Background: an optimization exercise with open tools, aiming at small area. Do not read the settings as production practice. At most, simulation tests tie the RTL to the original design; equivalence was not proved. No activity file was given, so power comes from the tool's default toggle rates.

## build 20
==> module stage, before the edit <==
module stage(
  clock, reset, dataIn, validIn, dataIn_dlyd,
  wrMask, wrValue, wrEdge, 
  wrConfig, config_data,
  arm, demux_mode, level,
  run, match);
parameter TRUE = 1'b1;
parameter FALSE = 1'b0;
input clock, reset;
input validIn;
input [31:0] dataIn;		 
input [31:0] dataIn_dlyd;	 
input wrMask;			 
input wrValue;		 
input wrEdge;			 
input wrConfig;			 
input [31:0] config_data;	 
input arm;
input demux_mode;
input [1:0] level;
output run;
output match;
reg validIn_dlyd;
reg [31:0] maskRegister;
reg [31:0] valueRegister;
reg [31:0] edgeRegister;
reg [27:0] configRegister;
reg [15:0] counter, next_counter; 
reg [31:0] shiftRegister, next_shiftRegister;
reg match32Register, next_match32Register;
reg run, next_run;
reg match, next_match;
wire cfgStart = configRegister[27];
wire cfgSerial = configRegister[26];
wire [4:0] cfgChannel = configRegister[24:20];
wire [1:0] cfgLevel = configRegister[17:16];
wire [15:0] cfgDelay = configRegister[15:0];
always @ (posedge clock)
  if (wrConfig) validIn_dlyd <= 0;
  else validIn_dlyd <= validIn | validIn_dlyd;
always @ (posedge clock)
begin
  if (reset | wrMask) maskRegister <= config_data;
  if (reset | wrValue) valueRegister <= config_data;
  if (reset | wrEdge) edgeRegister <= config_data;
  if (reset | wrConfig) configRegister <= config_data[27:0];
end
wire [31:0] testValue = (cfgSerial) ? shiftRegister : dataIn;
wire [31:0] edgeMatch, bitMatch;
genvar i;
generate
  for(i = 0 ; i < 32 ; i = i + 1)
    begin: bitgen
      assign edgeMatch[i] = validIn_dlyd & (dataIn_dlyd[i] ^ valueRegister[i]);
      assign bitMatch[i] = ~maskRegister[i] | ((~testValue[i] ^ valueRegister[i]) & (~edgeRegister[i] | cfgSerial | edgeMatch[i]));
    end
endgenerate
wire matchL16 = &bitMatch[15:0];
wire matchH16 = &bitMatch[31:16];
always @(posedge clock) 
begin
  match32Register <= next_match32Register;
end
always @*
begin
  if (demux_mode) 
    next_match32Register = matchL16 | matchH16;
  else next_match32Register = matchL16 & matchH16;
end
wire serialChannelL16 = dataIn[{1'b0,cfgChannel[3:0]}];
wire serialChannelH16 = dataIn[{1'b1,cfgChannel[3:0]}];
always @(posedge clock) 
begin
  shiftRegister <= next_shiftRegister;
end
always @*
begin
  next_shiftRegister = shiftRegister;
  if (validIn)
    if (demux_mode)  
      next_shiftRegister = {shiftRegister,serialChannelH16,serialChannelL16};
    else next_shiftRegister = {shiftRegister, (cfgChannel[4]) ? serialChannelH16 : serialChannelL16};
end
parameter [1:0]
  OFF = 2'h0,
  ARMED = 2'h1,
  MATCHED = 2'h2;
reg [1:0] state, next_state;
always @(posedge clock) 
begin
  if (reset) 
    begin
      state <= OFF;
      counter <= 0;
      match <= FALSE;
      run <= FALSE;
    end
  else 
    begin
      state <= next_state;
      counter <= next_counter;
      match <= next_match;
      run <= next_run;
    end
end
always @*
begin
  next_state = state;
  next_counter = counter;
  next_match = FALSE;
  next_run = FALSE;
  case (state)  
    OFF : 
      begin
        if (arm) next_state = ARMED;
      end
    ARMED : 
      begin
        next_counter = cfgDelay;
        if (match32Register && (level >= cfgLevel)) 
          next_state = MATCHED;
      end
    MATCHED : 
      begin
        if (validIn)
	  begin
            next_counter = counter-1'b1;
            if (~|counter)
	      begin
                next_run = cfgStart;
                next_match = ~cfgStart;
                next_state = OFF;
              end
	  end
      end
  endcase
end
endmodule
==> module trigger, before the edit <==
module trigger(
  clock, reset, 
  dataIn, validIn, 
  wrMask, wrValue,
  wrConfig, wrEdge,
  config_data,
  arm, demux_mode, 
  capture, run);
input clock, reset;
input validIn;
input [31:0] dataIn;		 
input [3:0] wrMask;		 
input [3:0] wrValue;		 
input [3:0] wrConfig;		 
input [3:0] wrEdge;		 
input [31:0] config_data;	 
input arm;
input demux_mode;
output capture;			 
output run;			 
reg capture, next_capture;
reg [1:0] levelReg, next_levelReg;
wire [3:0] stageRun;
wire run = |stageRun;
wire [31:0] cfg_data = reset ? 32'h0 : config_data;
reg [31:0] dataIn_dlyd;
always @(posedge clock) if (validIn) dataIn_dlyd <= dataIn;
wire [3:0] stageMatch;
stage stage0 (
  .clock(clock), .reset(reset), .dataIn(dataIn), .validIn(validIn), .dataIn_dlyd(dataIn_dlyd),
  .wrMask(wrMask[0]), .wrValue(wrValue[0]), .wrEdge(wrEdge[0]), 
  .wrConfig(wrConfig[0]), .config_data(cfg_data),
  .arm(arm), .level(levelReg), .demux_mode(demux_mode),
  .run(stageRun[0]), .match(stageMatch[0]));
stage stage1 (
  .clock(clock), .reset(reset), .dataIn(dataIn), .validIn(validIn), .dataIn_dlyd(dataIn_dlyd),
  .wrMask(wrMask[1]), .wrValue(wrValue[1]), .wrEdge(wrEdge[1]), 
  .wrConfig(wrConfig[1]), .config_data(cfg_data),
  .arm(arm), .level(levelReg), .demux_mode(demux_mode),
  .run(stageRun[1]), .match(stageMatch[1]));
stage stage2 (
  .clock(clock), .reset(reset), .dataIn(dataIn), .validIn(validIn), .dataIn_dlyd(dataIn_dlyd),
  .wrMask(wrMask[2]), .wrValue(wrValue[2]), .wrEdge(wrEdge[2]), 
  .wrConfig(wrConfig[2]), .config_data(cfg_data),
  .arm(arm), .level(levelReg), .demux_mode(demux_mode),
  .run(stageRun[2]), .match(stageMatch[2]));
stage stage3 (
  .clock(clock), .reset(reset), .dataIn(dataIn), .validIn(validIn), .dataIn_dlyd(dataIn_dlyd),
  .wrMask(wrMask[3]), .wrValue(wrValue[3]), .wrEdge(wrEdge[3]), 
  .wrConfig(wrConfig[3]), .config_data(cfg_data),
  .arm(arm), .level(levelReg), .demux_mode(demux_mode),
  .run(stageRun[3]), .match(stageMatch[3]));
always @(posedge clock) 
begin : P2
  if (reset) 
    begin
      capture <= 1'b0;
      levelReg <= 2'b00;
    end
  else 
    begin
      capture <= next_capture;
      levelReg <= next_levelReg;
    end
end
always @*
begin
  next_capture = arm | capture;
  next_levelReg = levelReg;
  if (|stageMatch) next_levelReg = levelReg + 1;
end
endmodule
clock: 10.0 ns
lec_check: 0
cap_margin: 20
core_margin: 2
core_utilization: 65
cts_buf_list: sky130_fd_sc_hd__clkbuf_16
cts_cluster_diameter: 100
cts_cluster_size: 25
slew_margin: 20
run.sh (not shown) runs the stock make flow with config.mk's settings and CLKGATE_MAP_FILE= SYNTH_SCRIPT=/design/flow/synth_recipe.tcl, a recipe that flattens the netlist after the stock synthesis.
The inputs of build 49 differ from those of build 20 as listed below.
-- flow/design.v --
<<< build 20, line 361
endmodule
module stage(
  clock, reset, dataIn, validIn, dataIn_dlyd,
  wrMask, wrValue, wrEdge, 
  wrConfig, config_data,
>>> build 49, line 361
endmodule
module stage(
  clock, reset, dataIn, validIn, dataChange,
  wrMask, wrValue, wrEdge, 
  wrConfig, config_data,
<<< build 20, line 371
input validIn;
input [31:0] dataIn;		 
input [31:0] dataIn_dlyd;	 
input wrMask;			 
input wrValue;		 
>>> build 49, line 371
input validIn;
input [31:0] dataIn;		 
input [31:0] dataChange;	 
input wrMask;			 
input wrValue;		 
<<< build 20, line 413
  for(i = 0 ; i < 32 ; i = i + 1)
    begin: bitgen
      assign edgeMatch[i] = validIn_dlyd & (dataIn_dlyd[i] ^ valueRegister[i]);
      assign bitMatch[i] = ~maskRegister[i] | ((~testValue[i] ^ valueRegister[i]) & (~edgeRegister[i] | cfgSerial | edgeMatch[i]));
    end
>>> build 49, line 413
  for(i = 0 ; i < 32 ; i = i + 1)
    begin: bitgen
      assign edgeMatch[i] = validIn_dlyd & dataChange[i];
      assign bitMatch[i] = ~maskRegister[i] | ((~testValue[i] ^ valueRegister[i]) & (~edgeRegister[i] | cfgSerial | edgeMatch[i]));
    end
<<< build 20, line 525
reg [31:0] dataIn_dlyd;
always @(posedge clock) if (validIn) dataIn_dlyd <= dataIn;
wire [3:0] stageMatch;
stage stage0 (
  .clock(clock), .reset(reset), .dataIn(dataIn), .validIn(validIn), .dataIn_dlyd(dataIn_dlyd),
  .wrMask(wrMask[0]), .wrValue(wrValue[0]), .wrEdge(wrEdge[0]), 
  .wrConfig(wrConfig[0]), .config_data(cfg_data),
>>> build 49, line 525
reg [31:0] dataIn_dlyd;
always @(posedge clock) if (validIn) dataIn_dlyd <= dataIn;
wire [31:0] dataChange = dataIn ^ dataIn_dlyd;
wire [3:0] stageMatch;
stage stage0 (
  .clock(clock), .reset(reset), .dataIn(dataIn), .validIn(validIn), .dataChange(dataChange),
  .wrMask(wrMask[0]), .wrValue(wrValue[0]), .wrEdge(wrEdge[0]), 
  .wrConfig(wrConfig[0]), .config_data(cfg_data),
<<< build 20, line 533
  .run(stageRun[0]), .match(stageMatch[0]));
stage stage1 (
  .clock(clock), .reset(reset), .dataIn(dataIn), .validIn(validIn), .dataIn_dlyd(dataIn_dlyd),
  .wrMask(wrMask[1]), .wrValue(wrValue[1]), .wrEdge(wrEdge[1]), 
  .wrConfig(wrConfig[1]), .config_data(cfg_data),
>>> build 49, line 534
  .run(stageRun[0]), .match(stageMatch[0]));
stage stage1 (
  .clock(clock), .reset(reset), .dataIn(dataIn), .validIn(validIn), .dataChange(dataChange),
  .wrMask(wrMask[1]), .wrValue(wrValue[1]), .wrEdge(wrEdge[1]), 
  .wrConfig(wrConfig[1]), .config_data(cfg_data),
<<< build 20, line 539
  .run(stageRun[1]), .match(stageMatch[1]));
stage stage2 (
  .clock(clock), .reset(reset), .dataIn(dataIn), .validIn(validIn), .dataIn_dlyd(dataIn_dlyd),
  .wrMask(wrMask[2]), .wrValue(wrValue[2]), .wrEdge(wrEdge[2]), 
  .wrConfig(wrConfig[2]), .config_data(cfg_data),
>>> build 49, line 540
  .run(stageRun[1]), .match(stageMatch[1]));
stage stage2 (
  .clock(clock), .reset(reset), .dataIn(dataIn), .validIn(validIn), .dataChange(dataChange),
  .wrMask(wrMask[2]), .wrValue(wrValue[2]), .wrEdge(wrEdge[2]), 
  .wrConfig(wrConfig[2]), .config_data(cfg_data),
<<< build 20, line 545
  .run(stageRun[2]), .match(stageMatch[2]));
stage stage3 (
  .clock(clock), .reset(reset), .dataIn(dataIn), .validIn(validIn), .dataIn_dlyd(dataIn_dlyd),
  .wrMask(wrMask[3]), .wrValue(wrValue[3]), .wrEdge(wrEdge[3]), 
  .wrConfig(wrConfig[3]), .config_data(cfg_data),
>>> build 49, line 546
  .run(stageRun[2]), .match(stageMatch[2]));
stage stage3 (
  .clock(clock), .reset(reset), .dataIn(dataIn), .validIn(validIn), .dataChange(dataChange),
  .wrMask(wrMask[3]), .wrValue(wrValue[3]), .wrEdge(wrEdge[3]), 
  .wrConfig(wrConfig[3]), .config_data(cfg_data),
Findings:
Measured against each other, build 20 and build 49 differ in overall die area, the lower figure coming from build 49.
Build 49 vs. build 20: compound-cell area share of the yosys netlist fell 1.2 points; power spent charging and discharging nets went down 120 uW; mean instance size in the synthesized netlist saw an increase.
Going from build 20 to build 49, maximum number of pins on one net before global-route repair -44%, worst setup slack +18 ps, largest vdd supply drop -5.4%, post-layout total power -150 uW.
For build 20, only the layout was checked, not whether the RTL still works.
